This design comes from an exercise in tuning for small area, a short achievable clock period and few clock cycles per item on the open sky130 flow, not from production work.
In this exercise RTL edits were held to simulation tests only and were not proved equivalent to the original.

== job 6309 ==
// shift_sub_mod_mul
module shift_sub_mod_mul #(
  parameter Data_Width = 256
)(
  input  logic                      i_clk,
  input  logic                      i_rst_n,
  input  logic                      i_load,
  input  logic [Data_Width - 1 : 0] i_a,
  input  logic [Data_Width - 1 : 0] i_b,
  input  logic [Data_Width - 1 : 0] i_m,
  output logic                      o_ready,
  output logic                      o_busy,
  output logic [Data_Width - 1 : 0] o_p
);
Size in the first run: about 1,300 flip-flops.
clock: 14.0 ns
lec_check: 0
cap_margin: 30
core_margin: 2
core_utilization: 35
setup_slack_margin: 0.5
slew_margin: 40
standard.sh (not shown) runs the stock make flow with config.mk's settings and CLKGATE_MAP_FILE= SYNTH_SCRIPT=/design/flow/synth_recipe.tcl, a recipe that flattens the netlist after the stock synthesis.
==> flow/flow/run.sh <==
#!/bin/bash
bash standard.sh SETUP_SLACK_MARGIN=8.5 "BUFFER_PORTS_ARGS=-buffer_cell sky130_fd_sc_hd__buf_1" finish > standard_run.log 2>&1
Having completed the whole flow, job 6309 delivered a layout that passed the timing, DRC and antenna checks.
Testbench counts of job 6309, summed over its fixed seeds: cycles 25,722, ops 192.
Edits applied to the flow inputs when going from job 6309 to job 3804:
==> flow/flow/run.sh <==
#!/bin/bash
bash standard.sh SETUP_SLACK_MARGIN=9.0 "BUFFER_PORTS_ARGS=-buffer_cell sky130_fd_sc_hd__buf_1" finish > standard_run.log 2>&1
Findings:
- Job 6309 reports its slowest cell on the critical path as sky130_fd_sc_hd__nor4_2 while job 3804 reports sky130_fd_sc_hd__fa_1.
- Diff job 6309 -> job 3804: proportion of layout cells with a drive suffix above 1 +8.4 points, top achievable clock speed -1.0%, worst slew margin relative to its limit went up 2.3 points, relative area change from synthesis to final layout climbed 9.5 points, total met2 wirelength after detailed routing now sits higher.
- Job 3804 vs. job 6309: final critical-path setup slack lost 0.055 ns; final cell count without fillers picked up an extra 311.
The following lists how job 6321 was set up differently from job 3804:
==> flow/flow/run.sh <==
#!/bin/bash
bash standard.sh SETUP_SLACK_MARGIN=8.75 "BUFFER_PORTS_ARGS=-buffer_cell sky130_fd_sc_hd__buf_1" finish > standard_run.log 2>&1
Findings:
Worst max-slew margin expressed relative to the limit: job 6321 > job 3804
Job 3804 and job 6321 ended up with roughly the same clock latency reported for the late side of the worst-skew pair.
Biggest cell delay along the critical path, job 3804 and job 6321: higher on job 6321
Setup slack was higher in job 6321 than in job 3804.
Looking at endpoint of the worst setup timing path, the zy3_r[3] result is from job 6321; the zy3_r[7] one comes from job 3804.
Compared with job 3804, job 6321 instantiates a smaller number of cells.
Core util | job 6321 vs job 3804 | job 6321 lower
The met3 wirelength from detailed routing reported for job 6321 is smaller than that of job 3804 by 11%.
Going from job 3804 to job 6321, post-route cell area fell 4.3%; total vias in the final route went down; critical path depth in cells moved up.
Modified inputs, job 6991 compared to job 6321
==> flow/flow/run.sh <==
#!/bin/bash
bash standard.sh SETUP_SLACK_MARGIN=8.0 "BUFFER_PORTS_ARGS=-buffer_cell sky130_fd_sc_hd__buf_1" finish > standard_run.log 2>&1
==> run summary <==
Job 6991 completed end to end with timing, DRC and antenna clean.
Job 6991: total routed wirelength is 36,000 um lower than what job 6321 reported.
b_r[257] as the launch point of the worst path was reported by job 6991, and c_r[247] by job 6321.
Run comparison: job 6991 cell type of the slowest stage on the worst timing path sky130_fd_sc_hd__dfxtp_4; job 6321 cell type of the slowest stage on the worst timing path sky130_fd_sc_hd__fa_1
Changes observed in job 6991 relative to job 6321: final cell area excluding filler cells went down 5000 um2; final cycle utilization of the critical path went up 4.2 points; fraction of layout cells with a size suffix above 1 went down 4.3 points.
In job 6991 the pre-CTS setup slack turned out 0.039 ns higher than in job 6321.
The lower number of antenna cells inserted of job 6991 and job 6321 is in job 6991.
met1 layer usage reported by global route for job 6991: 1.4 points down relative to job 6321

shift_sub_mod_mul, a different RTL version from the one above (not shown whole).
Size in the first run: about 1000 I/O pins, roughly 63000 µm² of cells after synthesis.
clock: 14.0 ns
lec_check: 0
cap_margin: 30
core_margin: 2
core_utilization: 35
setup_slack_margin: 0.5
slew_margin: 40
==> flow/flow/run.sh <==
#!/bin/bash
bash standard.sh SETUP_SLACK_MARGIN=9.5 "BUFFER_PORTS_ARGS=-buffer_cell sky130_fd_sc_hd__buf_1" finish > standard_run.log 2>&1
The baseline went through all stages and came out clean.
Testbench counts at the start, summed over its fixed seeds: cycles 50,673, ops 192.
==> next run, changes <==
==> flow/flow/run.sh (replaced) <==
#!/bin/bash
bash standard.sh SETUP_SLACK_MARGIN=9.5 finish > standard_run.log 2>&1
Effect: Cell area grows by 0.52%. Flip-flop and latch count is unchanged. Area after synthesis is unchanged.

shift_sub_mod_mul, a different RTL version from the one above (not shown whole).
Size in the first run: about 1000 I/O pins.
==> flow/config.mk <==
export PLATFORM = sky130hd
export DESIGN_NAME = shift_sub_mod_mul
export DESIGN_NICKNAME = shift_sub_mod_mul
export VERILOG_FILES = /design/flow/design.v
export SDC_FILE = /design/flow/constraint.sdc
export NUM_CORES = 4
export LEC_CHECK = 0
export CAP_MARGIN = 30
export CORE_MARGIN = 2
export CORE_UTILIZATION = 35
export SETUP_SLACK_MARGIN = 0.5
export SLEW_MARGIN = 40
export TNS_END_PERCENT = 5
==> flow/constraint.sdc <==
create_clock -name core_clock -period 14.0 [get_ports {i_clk}]
set_input_delay 2.8000 -clock core_clock [delete_from_list [all_inputs] [get_ports {i_clk}]]
set_output_delay 2.8000 -clock core_clock [all_outputs]
set_load 0.01 [all_outputs]
==> flow/flow/run.sh <==
#!/bin/bash
bash standard.sh SETUP_SLACK_MARGIN=8.5 finish > standard_run.log 2>&1
Testbench counts at the start, summed over its fixed seeds: cycles 25,722, ops 192.
Rerun with:
==> flow/flow/run.sh (replaced) <==
#!/bin/bash
bash standard.sh SETUP_SLACK_MARGIN=7.5 finish > standard_run.log 2>&1
Settings changed: TNS_END_PERCENT 5 to not set.
Effect: With this change the flow finished but fails on capacitance limit, slew limit; worst hold slack gets better by 0.0046 ns; area after synthesis stays the same; sequential share of layout area is higher by 0.71 points; cell area is lower by 2.4%; core utilization is lower by 1.0 points; count of clock-buffer cells in the layout is lower by 9; synthesized cell count stays the same; global-route usage is lower by 1.1 points.

afterwards: timing with drivers on the ports:
Ports are ideal in the flow. The routed layouts listed here were re-timed in OpenROAD.
Step 1 (the two cells are an assumption about what drives the block):
set clk [get_ports {i_clk}]
set_driving_cell -lib_cell sky130_fd_sc_hd__clkbuf_16 $clk
set_driving_cell -lib_cell sky130_fd_sc_hd__buf_2 [delete_from_list [all_inputs] $clk]
Step 2 times the ports against the registers' clock, not the clock port: input delays grow and output delays shrink by t, the midpoint of the rising clock arrivals with the driver on.
a / b / c = no drivers / after step 1 / after step 2; a / b = the first two.
| run | shift t [ns] | slack for setup (ns) | worst setup path at the end | clock arrival spread, ns | slew at the worst register clock pin (ns) |
|---|---|---|---|---|---|
| job 6309 | 0.948 | 8.569 / 8.569 / 7.796 | input to register | 0.089 / 0.089 | 0.08 / 0.08 |
| job 3804 | 0.948 | 8.514 / 8.514 / 7.953 | input to register | 0.060 / 0.059 | 0.07 / 0.07 |
| job 6321 | 0.946 | 8.604 / 8.604 / 8.149 | input to register | 0.100 / 0.100 | 0.07 / 0.07 |
| job 6991 | 0.938 | 8.015 / 8.015 / 7.478 | input to register | 0.060 / 0.059 | 0.07 / 0.07 |
| the first run of note 2 | 0.877 | 9.223 / 9.223 / 8.652 | input to register | 0.053 / 0.053 | 0.07 / 0.07 |
| the second run of note 2 | 0.875 | 9.351 / 9.351 / 8.731 | input to register | 0.049 / 0.049 | 0.07 / 0.07 |
| the first run of note 3 | 0.924 | 8.118 / 8.118 / 7.889 | input to register | 0.067 / 0.067 | 0.07 / 0.07 |
| the second run of note 3 | 0.920 | 7.660 / 7.660 / 7.387 | input to register | 0.047 / 0.047 | 0.07 / 0.07 |
The setup slack of job 6309, which loses most, moves by 0.000 ns with the drivers and by -0.773 ns with both steps.
